Source: an optimization exercise on an open RTL-to-GDS flow (aim: small area and a short achievable clock period). Production flows keep margins and buffers that such runs may drop.
The RTL was checked by simulation tests, not by an equivalence proof against the original design.
No activity file was given, so power comes from the tool's default toggle rates.

Setup of build 17:
## OTTER_MCU
module OTTER_MCU(input CLK,
                input RESET,
                output [31:0] IMEM_ADDR,
                input [31:0] IMEM_RDATA1,
                input [31:0] IMEM_RDATA2,
                output [31:0] DMEM_ADDR1,
                output [31:0] DMEM_WDATA1,
                output [3:0] DMEM_BE1,
                input [31:0] DMEM_RDATA1,
                output [31:0] DMEM_ADDR2,
                output [31:0] DMEM_WDATA2,
                output [3:0] DMEM_BE2,
                input [31:0] DMEM_RDATA2,
                output [31:0] IOBUS_OUT,
                output [31:0] IOBUS_ADDR,
                output logic IOBUS_WR
);
    logic [31:0] pc, prev_pc;
    wire [31:0] IR = IMEM_RDATA1;
    wire [31:0] IR_2 = IMEM_RDATA2;
    assign IMEM_ADDR = pc;
    wire [31:0] A, B, A_2, B_2;
    logic [4:0] m_rd, m_rd_2;
    logic m_we, m_we_2;
    wire [31:0] wd, wd_2;
    OTTER_registerFile RF (.clock(CLK),
        .Read1(IR[19:15]), .Read2(IR[24:20]), .Read1_2(IR_2[19:15]), .Read2_2(IR_2[24:20]),
        .WriteReg(m_rd), .WriteReg_2(m_rd_2), .RegWrite(m_we), .RegWrite_2(m_we_2),
  ...
For scale: roughly 14000 cells after synthesis, about 360 I/O pins, ~120000 um2 of cells after synthesis.
clock: 11.0 ns
lec_check: 0
cap_margin: 20
cell_pad_in_sites_detail_placement: 1
cell_pad_in_sites_global_placement: 2
core_margin: 2
core_utilization: 30
place_density: 0.45
slew_margin: 20
standard.sh (not shown) runs the stock make flow with config.mk's settings and CLKGATE_MAP_FILE= SYNTH_SCRIPT=/design/flow/synth_recipe.tcl, a recipe that flattens the netlist after the stock synthesis.
==> flow/flow/run.sh <==
#!/bin/bash
set -euo pipefail
MARGIN=6.15
FLOWDIR=$(cd "$(dirname "$0")" && pwd)
R=orfs/results/sky130hd/OTTER_MCU/base

bash standard.sh synth > std_synth.log 2>&1
cp $R/1_2_yosys.v std_1_2_yosys.v

bash standard.sh SYNTH_SCRIPT=$FLOWDIR/synth_area.tcl "SYNTH_OPERATIONS_ARGS=-extra-map $FLOWDIR/no_extra_map.v" do-yosys > synth_area.log 2>&1
python3 $FLOWDIR/check_regs.py std_1_2_yosys.v $R/1_2_yosys.v > check_regs.log 2>&1
bash standard.sh do-1_synth > synth_odb.log 2>&1

CTS="-sink_clustering_enable -repair_clock_nets -sink_clustering_size 20 -sink_clustering_max_diameter 100 -dont_use_dummy_load"
bash standard.sh SETUP_SLACK_MARGIN=$MARGIN "BUFFER_PORTS_ARGS=-buffer_cell sky130_fd_sc_hd__buf_1" "CTS_ARGS=$CTS" finish > layout.log 2>&1
==> flow/flow/abc_area.script <==
&get -n
&st
&dch
&nf -R 0 -p
&put
buffer -c
topo
stime -c
dnsize -c
==> flow/flow/check_regs.py <==
#!/usr/bin/env python3
"""Compare the registers (flip-flop instances: name and cell type) of two netlists.
Exit 1 if they differ."""
import re, sys
def regs(path):
    s = open(path).read()
    out = {}
    for cell, name in re.findall(r'^\s*(sky130_fd_sc_hd__\w+)\s+(\S+)\s*\(', s, re.M):
        base = cell.replace('sky130_fd_sc_hd__', '')
        if re.match(r'(s?e?df|dfb|dfr|dfs|dfx|edf|sdf|dl)', base):
            out[name] = re.sub(r'_\d+$', '', base)
    return out
a, b = regs(sys.argv[1]), regs(sys.argv[2])
print(f"standard: {len(a)} registers, this synthesis: {len(b)} registers")
bad = [n for n in set(a) | set(b) if a.get(n) != b.get(n)]
for n in sorted(bad)[:50]:
    print("differs:", n, a.get(n), b.get(n))
sys.exit(1 if bad else 0)
==> flow/flow/no_extra_map.v <==
// intentionally empty: adders keep Yosys's default carry-lookahead mapping
==> flow/flow/synth_area.tcl <==
# The standard flow's synthesis script (synth_recipe.tcl), with ABC's mapping script replaced by
# abc_area.script from this folder
set abc_area_script [file join [file dirname [file normalize [info script]]] abc_area.script]
proc synth {args} { yosys synth -nofsm -noshare {*}$args }
proc abc {args} {
  set i [lsearch $args -script]
  if {$i >= 0} { lset args [expr {$i + 1}] $::abc_area_script }
  yosys abc {*}$args
}
source $::env(SCRIPTS_DIR)/synth.tcl
# left out here: clear keep_hierarchy, flatten, clean up, hide names made inside functions, write 1_2_yosys.v
The following lists how build 28 was set up differently from build 17:
--- a/flow/flow/run.sh
+++ b/flow/flow/run.sh
@@ -1,5 +1,5 @@
 #!/bin/bash
 set -euo pipefail
-MARGIN=6.15
+MARGIN=6.3
 FLOWDIR=$(cd "$(dirname "$0")" && pwd)
 R=orfs/results/sky130hd/OTTER_MCU/base
### Flow results
When build 28 is measured against build 17, its post-layout utilization of the core turns out 0.40 points higher. Post-placement setup slack was lower in build 17 than in build 28. Taking build 17 as the reference point, the non-clock buffer count of build 28 rises by 74. Summary: power, build 28 worse than build 17.
Inputs modified between build 28 and build 69:
Settings: swapping 0.45 for 0.5 in PLACE_DENSITY.
[summary]
As far as diode insertion count for antenna repair goes, build 28 and build 69 are indistinguishable; the numbers are identical. The gate count after technology mapping of build 28 and that of build 69 are within noise of each other. Via count normalized by instance count: build 69 vs build 28 identical. | sequential cell fraction of total power | build 28 vs build 69 | ≈ equal |. Build 69 against build 28: top fanout value on the critical path shows no meaningful change, net count of the mapped netlist shows no meaningful change, utilization shows no meaningful change. Reported for build 69 and build 28, sequential share of layout area turned out identical to the last digit. Non-clock buffer count came out exactly the same in build 69 and build 28.

## what the ideal ports hide
In the flow no input, the clock included, has a driving cell. The finished layouts below were timed again as built, in two steps.
Step 1, drivers: a clkbuf_16 drives CLK and a buf_2 each remaining input, both assumed.
Step 2 times the ports against the registers' clock, not the clock port: input delays grow and output delays shrink by t, the midpoint of the rising clock arrivals with the driver on.
Three values: ideal, step 1, step 2; two values: the first two.
run | shift t [ns] | setup WS [ns] | hold slack, ns | worst setup path after step 2 | worst data-port slew with drivers (ns)
build 17 | 1.072 | 5.746 / 5.776 / 4.704 | 0.306 / 0.306 / 0.306 | input to register | 0.39
build 28 | 1.091 | 6.009 / 5.942 / 4.850 | 0.335 / 0.335 / 0.335 | input to register | 0.42
build 69 | 1.091 | 6.009 / 5.942 / 4.850 | 0.335 / 0.335 / 0.335 | input to register | 0.42
After both steps setup and hold are still met in every run listed.
